From an optimization exercise on the open Yosys and OpenROAD flow, aimed at small area; shortcuts taken in it are not production practice.
At most, simulation tests tie the RTL to the original design; equivalence was not proved.

==> flow/design.v <==
module game(clk, movement, row, col, state, start, reset, matrix, head_row, head_col, fout, ones, tens);
    input clk;
    input start, reset;
    input [3:0] movement;
    output reg [7:0] row;
    output reg [7:0] col;
    output reg [2:0] head_row, head_col;
    output reg [63:0] matrix;
    output [2:0] state;
    output reg fout;
    output reg [7:0] ones, tens;
    localparam [63:0] HAPPY = 64'h0018244200666600;
    localparam [63:0] SAD   = 64'h0042241800666600;
    localparam [63:0] FIRST = 64'h000000000E000000;  
    reg run, over;               
    reg [7:0] cnt;
    reg [5:0] score;
    reg dv, dax, dsg;            
    reg [2:0] ai;                
    reg [1:0] q [0:30];          
    reg [2:0] er, ec;            
    reg [2:0] pr, pc;            
    reg [4:0] rem;               
    reg [2:0] wc;                
    reg cov;                     
    reg stp, grw, wrp, sta;      
    integer i;
    assign state = {over, run, ~run & ~over};
    wire tick = (cnt == 8'd1) & ~fout;
    reg [2:0] ar, ac;
    always @(*) begin
        case (ai)
            3'd0: begin ar = 3'd0; ac = 3'd4; end
            3'd1: begin ar = 3'd4; ac = 3'd1; end
            3'd2: begin ar = 3'd1; ac = 3'd5; end
            3'd3: begin ar = 3'd5; ac = 3'd2; end
            3'd4: begin ar = 3'd2; ac = 3'd6; end
            3'd5: begin ar = 3'd6; ac = 3'd3; end
            3'd6: begin ar = 3'd3; ac = 3'd0; end
            default: begin ar = 3'd3; ac = 3'd6; end
        endcase
    end
    function [63:0] acell(input [2:0] a);
        begin
            acell = 64'd0;
            case (a)
                3'd0: acell[8*0+4] = 1'b1;
                3'd1: acell[8*4+1] = 1'b1;
                3'd2: acell[8*1+5] = 1'b1;
                3'd3: acell[8*5+2] = 1'b1;
                3'd4: acell[8*2+6] = 1'b1;
                3'd5: acell[8*6+3] = 1'b1;
                3'd6: acell[8*3+0] = 1'b1;
                default: acell[8*3+6] = 1'b1;
            endcase
        end
    endfunction
    wire [63:0] ap = acell(ai);
    wire [63:0] apprev = acell(ai == 3'd0 ? 3'd6 : ai - 3'd1);
    wire eat = run & (head_row == ar) & (head_col == ac);
    wire grow = eat & (score < 6'd30);
    wire wrap = eat & (score == 6'd63);
    reg can;
    always @(*) begin
        if (!dax) can = dsg ? (head_row != 3'd7) : (head_row != 3'd0);
        else      can = dsg ? (head_col != 3'd7) : (head_col != 3'd0);
    end
    wire step = run & tick & dv & can;
    wire begin_game = ~run & tick & start;
    function [2:0] pm1(input [2:0] v, input m);    
        pm1 = {v[2] ^ ((v[0] ^ m) & (v[1] ^ m)), v[1] ^ (v[0] ^ m), ~v[0]};
    endfunction
    wire [5:0] wsel = {wc == 3'd5, wc == 3'd4, wc == 3'd3, wc == 3'd2, wc == 3'd1, wc == 3'd0};
    reg [2:0] wr [0:6];
    reg [2:0] wcl [0:6];
    reg [1:0] lk;
    reg hit;
    integer k, c;
    always @(*) begin
        wr[0] = pr; wcl[0] = pc;
        hit = 1'b0;
        for (k = 0; k < 6; k = k + 1) begin
            lk = 2'd0;
            for (c = 0; c < 6; c = c + 1)
                if (6*c + k < 31) lk = lk | ({2{wsel[c]}} & q[6*c + k]);
            wr[k+1] = wr[k]; wcl[k+1] = wcl[k];
            if (rem > k) begin
                if (!lk[1]) wr[k+1] = pm1(wr[k], lk[0]);
                else        wcl[k+1] = pm1(wcl[k], lk[0]);
            end
            if (wr[k] == er && wcl[k] == ec) hit = 1'b1;
        end
    end
    function [63:0] onecell(input [2:0] r, input [2:0] c);
        begin
            onecell = 64'd0;
            onecell[{r, c}] = 1'b1;
        end
    endfunction
    wire [2:0] ra = wrp ? wr[1] : head_row;
    wire [2:0] ca = wrp ? wcl[1] : head_col;
    wire [2:0] rb = wrp ? wr[2] : er;
    wire [2:0] cb = wrp ? wcl[2] : ec;
    wire [7:0] rowa = (8'd1 << ra) & {8{stp | wrp}};
    wire [7:0] cola = 8'd1 << ca;
    wire [7:0] rowbs = (8'd1 << rb) & {8{grw | wrp}};
    wire [7:0] rowbc = (8'd1 << rb) & {8{stp & ~cov}};
    wire [7:0] colb = 8'd1 << cb;
    wire hold = ~(sta | wrp);
    reg [63:0] mnext;
    always @(*) begin
        for (k = 0; k < 64; k = k + 1)
            mnext[k] = (matrix[k] & hold & ~(rowbc[k/8] & colb[k%8])) | (rowbs[k/8] & colb[k%8]) |
                       (rowa[k/8] & cola[k%8]);
    end
    wire [5:0] snext = eat ? score + 6'd1 : score;
    wire [4:0] nlinks = ((snext > 6'd30) ? 5'd30 : snext[4:0]) + 5'd1 + {4'd0, wrap};
    wire mone = (movement == 4'd1) | (movement == 4'd2) | (movement == 4'd4) | (movement == 4'd8);
    wire max = movement[2] | movement[3];
    wire msg = movement[1] | movement[3];
    wire rev = dv & mone & (max == dax) & (msg != dsg);
    always @(posedge clk) begin
        if (reset) begin
            run <= 1'b0; over <= 1'b0;
            cnt <= 8'd128; fout <= 1'b0;
            score <= 6'd0; dv <= 1'b0; ai <= 3'd7;
            head_row <= 3'd3; head_col <= 3'd3;
            matrix <= HAPPY;
            row <= 8'd1; col <= 8'd0;
            stp <= 1'b0; grw <= 1'b0; wrp <= 1'b0; sta <= 1'b0;
        end else begin
            if (cnt == 8'd1) begin
                fout <= ~fout;
                cnt <= 8'd128 - {score, 2'b00} - {2'b00, score};
            end else
                cnt <= cnt - 8'd1;
            row <= {row[0], row[7:1]};
            col <= ({8{row[0]}} & matrix[7:0]) | ({8{row[1]}} & matrix[15:8]) |
                   ({8{row[2]}} & matrix[23:16]) | ({8{row[3]}} & matrix[31:24]) |
                   ({8{row[4]}} & matrix[39:32]) | ({8{row[5]}} & matrix[47:40]) |
                   ({8{row[6]}} & matrix[55:48]) | ({8{row[7]}} & matrix[63:56]);
            stp <= step; grw <= grow; wrp <= wrap; sta <= begin_game;
            if (!run)
                matrix <= over ? SAD : HAPPY;
            else
                matrix <= mnext | ap | (apprev & {64{wrp}}) | (FIRST & {64{sta}});
            if (run) begin
                if (movement != 4'd0 && !rev) begin
                    dv <= mone; dax <= max; dsg <= msg;
                end
                if (eat) begin
                    score <= score + 6'd1;
                    ai <= (ai == 3'd7) ? 3'd3 : (ai == 3'd6) ? 3'd0 : ai + 3'd1;
                end
                if (tick && dv) begin
                    if (can) begin
                        if (!dax) head_row <= dsg ? head_row + 3'd1 : head_row - 3'd1;
                        else      head_col <= dsg ? head_col + 3'd1 : head_col - 3'd1;
                    end else begin
                        run <= 1'b0; over <= 1'b1;
                    end
                end
            end else begin
                if (over) begin score <= 6'd0; dv <= 1'b0; end
                if (tick && start) begin
                    run <= 1'b1; over <= 1'b0;
                    head_row <= 3'd3; head_col <= 3'd3;
                end
            end
        end
    end
    always @(posedge clk) begin
        if (step) begin
            q[0] <= {dax, dsg};
            for (i = 1; i < 31; i = i + 1) q[i] <= q[i-1];
        end else if (begin_game) begin
            q[0] <= 2'b11; q[1] <= 2'b11;    
        end
        if (begin_game) begin
            er <= 3'd3; ec <= 3'd1;
        end else if (wrp) begin
            er <= wr[2]; ec <= wcl[2];
        end else if (stp && !grow) begin
            er <= pr; ec <= pc;
        end
        if (stp || sta || wrp) begin
            pr <= head_row; pc <= head_col;
            rem <= wrp ? 5'd1 : nlinks;
            wc <= 3'd0;
        end else if (rem != 5'd0) begin
            pr <= wr[6]; pc <= wcl[6];
            rem <= (rem > 5'd6) ? rem - 5'd6 : 5'd0;
            wc <= wc + 3'd1;
            cov <= (wc == 3'd0 ? 1'b0 : cov) | hit;
        end
    end
    function [7:0] seg(input [3:0] d);
        case (d)
            4'd0: seg = 8'hC0; 4'd1: seg = 8'hF9; 4'd2: seg = 8'hA4; 4'd3: seg = 8'hB0;
            4'd4: seg = 8'h99; 4'd5: seg = 8'h92; 4'd6: seg = 8'h82; 4'd7: seg = 8'hF8;
            4'd8: seg = 8'h80; 4'd9: seg = 8'h90; default: seg = 8'hFF;
        endcase
    endfunction
    always @(*) begin
        ones = seg(score % 10);
        tens = seg(score / 10);
    end
endmodule
Settings: LEC_CHECK=0, CAP_MARGIN=20, CORE_MARGIN=2, CORE_UTILIZATION=25, SLEW_MARGIN=20; clock period 10.0 ns.
run.sh (not shown) runs the stock make flow with config.mk's settings and CLKGATE_MAP_FILE= SYNTH_SCRIPT=/design/flow/synth_recipe.tcl, a recipe that flattens the netlist after the stock synthesis.
Edit:
--- a/flow/design.v
+++ b/flow/design.v
@@ -65,56 +65,36 @@
         if (!dax) can = dsg ? (head_row != 3'd7) : (head_row != 3'd0);
         else      can = dsg ? (head_col != 3'd7) : (head_col != 3'd0);
     end
     wire step = run & tick & dv & can;
     wire begin_game = ~run & tick & start;
-    function [2:0] pm1(input [2:0] v, input m);    
-        pm1 = {v[2] ^ ((v[0] ^ m) & (v[1] ^ m)), v[1] ^ (v[0] ^ m), ~v[0]};
-    endfunction
-    wire [5:0] wsel = {wc == 3'd5, wc == 3'd4, wc == 3'd3, wc == 3'd2, wc == 3'd1, wc == 3'd0};
     reg [2:0] wr [0:6];
     reg [2:0] wcl [0:6];
     reg [1:0] lk;
     reg hit;
-    integer k, c;
+    integer k;
     always @(*) begin
         wr[0] = pr; wcl[0] = pc;
         hit = 1'b0;
         for (k = 0; k < 6; k = k + 1) begin
-            lk = 2'd0;
-            for (c = 0; c < 6; c = c + 1)
-                if (6*c + k < 31) lk = lk | ({2{wsel[c]}} & q[6*c + k]);
+            lk = (6*wc + k < 31) ? q[6*wc + k] : 2'd0;
             wr[k+1] = wr[k]; wcl[k+1] = wcl[k];
-            if (rem > k) begin
-                if (!lk[1]) wr[k+1] = pm1(wr[k], lk[0]);
-                else        wcl[k+1] = pm1(wcl[k], lk[0]);
+            if (k < rem) begin
+                if (!lk[1]) wr[k+1] = lk[0] ? wr[k] - 3'd1 : wr[k] + 3'd1;
+                else        wcl[k+1] = lk[0] ? wcl[k] - 3'd1 : wcl[k] + 3'd1;
             end
             if (wr[k] == er && wcl[k] == ec) hit = 1'b1;
         end
     end
     function [63:0] onecell(input [2:0] r, input [2:0] c);
         begin
             onecell = 64'd0;
             onecell[{r, c}] = 1'b1;
         end
     endfunction
-    wire [2:0] ra = wrp ? wr[1] : head_row;
-    wire [2:0] ca = wrp ? wcl[1] : head_col;
-    wire [2:0] rb = wrp ? wr[2] : er;
-    wire [2:0] cb = wrp ? wcl[2] : ec;
-    wire [7:0] rowa = (8'd1 << ra) & {8{stp | wrp}};
-    wire [7:0] cola = 8'd1 << ca;
-    wire [7:0] rowbs = (8'd1 << rb) & {8{grw | wrp}};
-    wire [7:0] rowbc = (8'd1 << rb) & {8{stp & ~cov}};
-    wire [7:0] colb = 8'd1 << cb;
-    wire hold = ~(sta | wrp);
-    reg [63:0] mnext;
-    always @(*) begin
-        for (k = 0; k < 64; k = k + 1)
-            mnext[k] = (matrix[k] & hold & ~(rowbc[k/8] & colb[k%8])) | (rowbs[k/8] & colb[k%8]) |
-                       (rowa[k/8] & cola[k%8]);
-    end
+    wire [63:0] da = wrp ? onecell(wr[1], wcl[1]) : onecell(head_row, head_col);
+    wire [63:0] db = wrp ? onecell(wr[2], wcl[2]) : onecell(er, ec);
     wire [5:0] snext = eat ? score + 6'd1 : score;
     wire [4:0] nlinks = ((snext > 6'd30) ? 5'd30 : snext[4:0]) + 5'd1 + {4'd0, wrap};
     wire mone = (movement == 4'd1) | (movement == 4'd2) | (movement == 4'd4) | (movement == 4'd8);
     wire max = movement[2] | movement[3];
     wire msg = movement[1] | movement[3];
@@ -140,12 +120,17 @@
                    ({8{row[4]}} & matrix[39:32]) | ({8{row[5]}} & matrix[47:40]) |
                    ({8{row[6]}} & matrix[55:48]) | ({8{row[7]}} & matrix[63:56]);
             stp <= step; grw <= grow; wrp <= wrap; sta <= begin_game;
             if (!run)
                 matrix <= over ? SAD : HAPPY;
+            else if (sta)
+                matrix <= FIRST | ap;
+            else if (wrp)
+                matrix <= ap | apprev | da | db;
             else
-                matrix <= mnext | ap | (apprev & {64{wrp}}) | (FIRST & {64{sta}});
+                matrix <= (matrix & ~(db & {64{stp & ~cov}})) | (da & {64{stp}}) |
+                          (db & {64{grw}}) | ap;
             if (run) begin
                 if (movement != 4'd0 && !rev) begin
                     dv <= mone; dax <= max; dsg <= msg;
                 end
                 if (eat) begin
First-iteration DRC count rose by 39%.
Register-to-register slack gets worse by 3600 ps.
Non-clock buffer count rose by 20.
Cell count rose by 24%.
Maximum frequency fell by 22%.
Design area rose by 19%.
Die area rose by 21%.

========
## trial 88
Another version of the RTL of game (not shown whole).
For scale: roughly 1100 cells after synthesis, roughly 9600 um2 of cells after synthesis.
Design game, start of the top module:
module game(clk, movement, row, col, state, start, reset, matrix, head_row, head_col, fout, ones, tens);
Settings: LEC_CHECK=0, CAP_MARGIN=20, CORE_MARGIN=2, CORE_UTILIZATION=60, CTS_BUF_LIST=sky130_fd_sc_hd__clkbuf_8, SLEW_MARGIN=20; clock period 10.0 ns.
standard.sh (not shown) runs the stock make flow with config.mk's settings and CLKGATE_MAP_FILE= SYNTH_SCRIPT=/design/flow/synth_recipe.tcl, a recipe that flattens the netlist after the stock synthesis.
==> flow/flow/run.sh <==
#!/bin/bash
# Layout flow: the standard flow (standard.sh) with two changes.
#  1. Synthesis maps the combinational logic for area (flow/synth_area.tcl):
#     the registers are those of the standard synthesis, which runs first and
#     is compared with; if they differ, the standard netlist is used.
#  2. The port buffers are buf_1 cells.
#  3. Clock tree synthesis adds no dummy loads.
# Each step writes its full output to a log file here.
set -u
W=$(pwd)
R=$W/orfs/results/sky130hd/game/base

bash standard.sh synth > log_synth_standard.log 2>&1 || exit 1
cp "$R/1_2_yosys.v" "$W/netlist_standard.v"

MAKECMD=$(grep '^make ' standard.sh | sed "s|SYNTH_SCRIPT=[^ ]*|SYNTH_SCRIPT=$W/flow/synth_area.tcl|; s|\"\${@:-finish}\"||")
rm -f "$R/1_2_yosys.v" "$R/1_synth.odb" "$R/1_synth.sdc"
if eval "$MAKECMD synth" > log_synth_area.log 2>&1; then
  regs() { grep -oE '^ *sky130_fd_sc_hd__[a-z]*df[a-z]*_[0-9]+ +[^ ]+' "$1" | sed 's/_[0-9]* / /' | sort; }
  if [[ "$(regs "$W/netlist_standard.v")" == "$(regs "$R/1_2_yosys.v")" ]]; then
    echo "area synthesis: registers match the standard synthesis" > log_synth_check.log
  else
    echo "area synthesis: registers differ; using the standard netlist" > log_synth_check.log
    rm -f "$R/1_synth.odb" "$R/1_synth.sdc"
    cp "$W/netlist_standard.v" "$R/1_2_yosys.v"
    eval "$MAKECMD synth" >> log_synth_check.log 2>&1 || exit 1
  fi
else
  echo "area synthesis failed; using the standard netlist" > log_synth_check.log
  rm -f "$R/1_synth.odb" "$R/1_synth.sdc"
  cp "$W/netlist_standard.v" "$R/1_2_yosys.v"
  eval "$MAKECMD synth" >> log_synth_check.log 2>&1 || exit 1
fi

export BUFFER_PORTS_ARGS="-buffer_cell sky130_fd_sc_hd__buf_1"
export CTS_ARGS="-sink_clustering_enable -repair_clock_nets -buf_list sky130_fd_sc_hd__clkbuf_8 -dont_use_dummy_load"
bash standard.sh > log_layout.log 2>&1
Other scripts of this flow, unchanged in this note and not shown: flow/flow/area.abc, flow/flow/synth_area.tcl
diff inputs: trial 88 => trial 18
--- a/flow/design.v
+++ b/flow/design.v
@@ -12,13 +12,14 @@
     localparam [63:0] HAPPY = 64'h0018244200666600;
     localparam [63:0] SAD   = 64'h0042241800666600;
     localparam [63:0] FIRST = 64'h000000000E000000;  
     reg run, over;               
     reg [2:0] rc;                
     reg [7:0] cnt;
-    reg [5:0] score;
+    reg [2:0] st;                
+    reg [3:0] so;                
     reg dv, dax, dsg;            
     reg [2:0] ai;                
     reg [1:0] q [0:30];          
     reg [2:0] er, ec;            
     reg [2:0] pr, pc;            
     reg [2:0] wc;                
@@ -56,26 +57,26 @@
             endcase
         end
     endfunction
     wire [63:0] ap = acell(ai);
     wire [63:0] apprev = acell(ai == 3'd0 ? 3'd6 : ai - 3'd1);
     wire eat = run & (head_row == ar) & (head_col == ac);
-    wire grow = eat & (score < 6'd30);
-    wire wrap = eat & (score == 6'd63);
+    wire grow = eat & (st < 3'd3);
+    wire wrap = eat & (st == 3'd6) & (so == 4'd3);
     reg can;
     always @(*) begin
         if (!dax) can = dsg ? (head_row != 3'd7) : (head_row != 3'd0);
         else      can = dsg ? (head_col != 3'd7) : (head_col != 3'd0);
     end
     wire step = run & tick & dv & can;
     wire begin_game = ~run & tick & start;
     function [2:0] pm1(input [2:0] v, input m);    
         pm1 = {v[2] ^ ((v[0] ^ m) & (v[1] ^ m)), v[1] ^ (v[0] ^ m), ~v[0]};
     endfunction
     wire [5:0] wsel = {wc == 3'd5, wc == 3'd4, wc == 3'd3, wc == 3'd2, wc == 3'd1, wc == 3'd0};
-    wire [4:0] smin = (score >= 6'd30) ? 5'd30 : score[4:0];
+    wire [4:0] smin = (st >= 3'd3) ? 5'd30 : (((st == 3'd1) ? 5'd10 : (st == 3'd2) ? 5'd20 : 5'd0) + {1'b0, so});
     reg [5:0] base;
     always @(*) begin
         case (wc)
             3'd0: base = 6'd0; 3'd1: base = 6'd6; 3'd2: base = 6'd12; 3'd3: base = 6'd18;
             3'd4: base = 6'd24; 3'd5: base = 6'd30; default: base = 6'd36;
         endcase
@@ -134,20 +135,20 @@
     wire rev = dv & mone & (max == dax) & (msg != dsg);
     always @(posedge clk) matrix <= mnext;
     always @(posedge clk) begin
         if (reset) begin
             run <= 1'b0; over <= 1'b0;
             cnt <= 8'd128; fout <= 1'b0;
-            score <= 6'd0; dv <= 1'b0; ai <= 3'd7;
+            st <= 3'd0; so <= 4'd0; dv <= 1'b0; ai <= 3'd7;
             head_row <= 3'd3; head_col <= 3'd3;
             rc <= 3'd0; col <= 8'd0;
             stp <= 1'b0; grw <= 1'b0; wrp <= 1'b0; sta <= 1'b0;
         end else begin
             if (cnt == 8'd1) begin
                 fout <= ~fout;
-                cnt <= 8'd128 - {score, 2'b00} - {2'b00, score};
+                cnt <= reload(st, so);
             end else
                 cnt <= cnt - 8'd1;
             rc <= rc - 3'd1;
             col <= ({8{row[0]}} & matrix[7:0]) | ({8{row[1]}} & matrix[15:8]) |
                    ({8{row[2]}} & matrix[23:16]) | ({8{row[3]}} & matrix[31:24]) |
                    ({8{row[4]}} & matrix[39:32]) | ({8{row[5]}} & matrix[47:40]) |
@@ -155,25 +156,30 @@
             stp <= step; grw <= grow; wrp <= wrap; sta <= begin_game;
             if (run) begin
                 if (movement != 4'd0 && !rev) begin
                     dv <= mone; dax <= max; dsg <= msg;
                 end
                 if (eat) begin
-                    score <= score + 6'd1;
+                    if (wrap) begin
+                        st <= 3'd0; so <= 4'd0;
+                    end else if (so == 4'd9) begin
+                        st <= st + 3'd1; so <= 4'd0;
+                    end else
+                        so <= so + 4'd1;
                     ai <= (ai == 3'd7) ? 3'd3 : (ai == 3'd6) ? 3'd0 : ai + 3'd1;
                 end
                 if (tick && dv) begin
                     if (can) begin
                         if (!dax) head_row <= dsg ? head_row + 3'd1 : head_row - 3'd1;
                         else      head_col <= dsg ? head_col + 3'd1 : head_col - 3'd1;
                     end else begin
                         run <= 1'b0; over <= 1'b1;
                     end
                 end
             end else begin
-                if (over) begin score <= 6'd0; dv <= 1'b0; end
+                if (over) begin st <= 3'd0; so <= 4'd0; dv <= 1'b0; end
                 if (tick && start) begin
                     run <= 1'b1; over <= 1'b0;
                     head_row <= 3'd3; head_col <= 3'd3;
                 end
             end
         end
@@ -192,13 +198,13 @@
     end
     always @(posedge clk) begin
         if (step) begin
             q[0] <= {dax, dsg};
             for (i = 1; i < 31; i = i + 1) q[i] <= q[i-1];
         end else if (begin_game) begin
-            q[0] <= 2'b11;                   
+            q[0] <= 2'b11; q[1] <= 2'b11;    
         end
         if (begin_game) begin
             er <= 3'd3; ec <= 3'd1;
         end else if (stp || sta || wrp) begin
             er <= xr; ec <= xc;
         end
@@ -225,10 +231,10 @@
     endfunction
     localparam [79:0] SEG = 80'h90_80_F8_82_92_99_B0_A4_F9_C0;
     function [7:0] seg(input [3:0] d);
         seg = SEG[8*d +: 8];
     endfunction
     always @(*) begin
-        ones = seg(score % 10);
-        tens = seg(score / 10);
+        ones = seg(so);
+        tens = seg({1'b0, st});
     end
 endmodule
### Flow results
Trial 18 -> trial 88: count of maximum capacitance violations delta 0, exact match. Compared with trial 88, in trial 18 number of vias after detailed routing held steady, total global routing overflow held steady. Sort trial 88 and trial 18 by simple-gate portion of the synthesized area, descending, and trial 88 comes first. Final cell area excluding filler cells: trial 18 > trial 88. The pre-CTS setup slack of trial 18 was inferior to that of trial 88. Of trial 88 and trial 18, trial 88 shows the higher transition time at the pin with the least slew margin, with trial 18 below it. Delta (trial 18 minus trial 88): part of the cycle the worst path needs climbed 7.9 points, number of global-route vias before repair rose 508, mean cell area of the mapped netlist was more or less identical. Trial 18 vs trial 88 — cell count along the critical path dropped 3.
Function not checked in trial 88: the RTL went through the layout flow alone.

## afterwards: timing with drivers on the ports
No port has a modelled driver above. Below, the same layouts with a new extraction and two added sets of constraints.
Step 1 assumes that a clkbuf_16 drives the clock port and a buf_2 every other input.
Step 2 moves the port delays by t, midway between the first and last clock arrival at a register: inputs arrive t later, outputs are due t later. That takes back most of the time a late clock gives input paths.
Slacks: no drivers / after step 1 / after step 2; pairs: no drivers / after step 1.
run	t, ns	slack for setup (ns)	hold slack, ns	worst setup path at the end	worst register clock-pin slew, ns
the first run of note 1	0.512	3.122 / 3.071 / 3.584	0.449 / 0.449 / 0.449	register to output	0.08 / 0.08
the second run of note 1	0.532	1.126 / 1.126 / 1.126	0.481 / 0.481 / 0.481	register to register	0.09 / 0.09
trial 88	0.495	2.825 / 2.825 / 2.825	0.433 / 0.433 / 0.433	register to register	0.10 / 0.10
trial 18	0.494	2.036 / 2.036 / 2.036	0.430 / 0.430 / 0.430	register to register	0.11 / 0.11
After both steps every run listed still meets setup and hold.
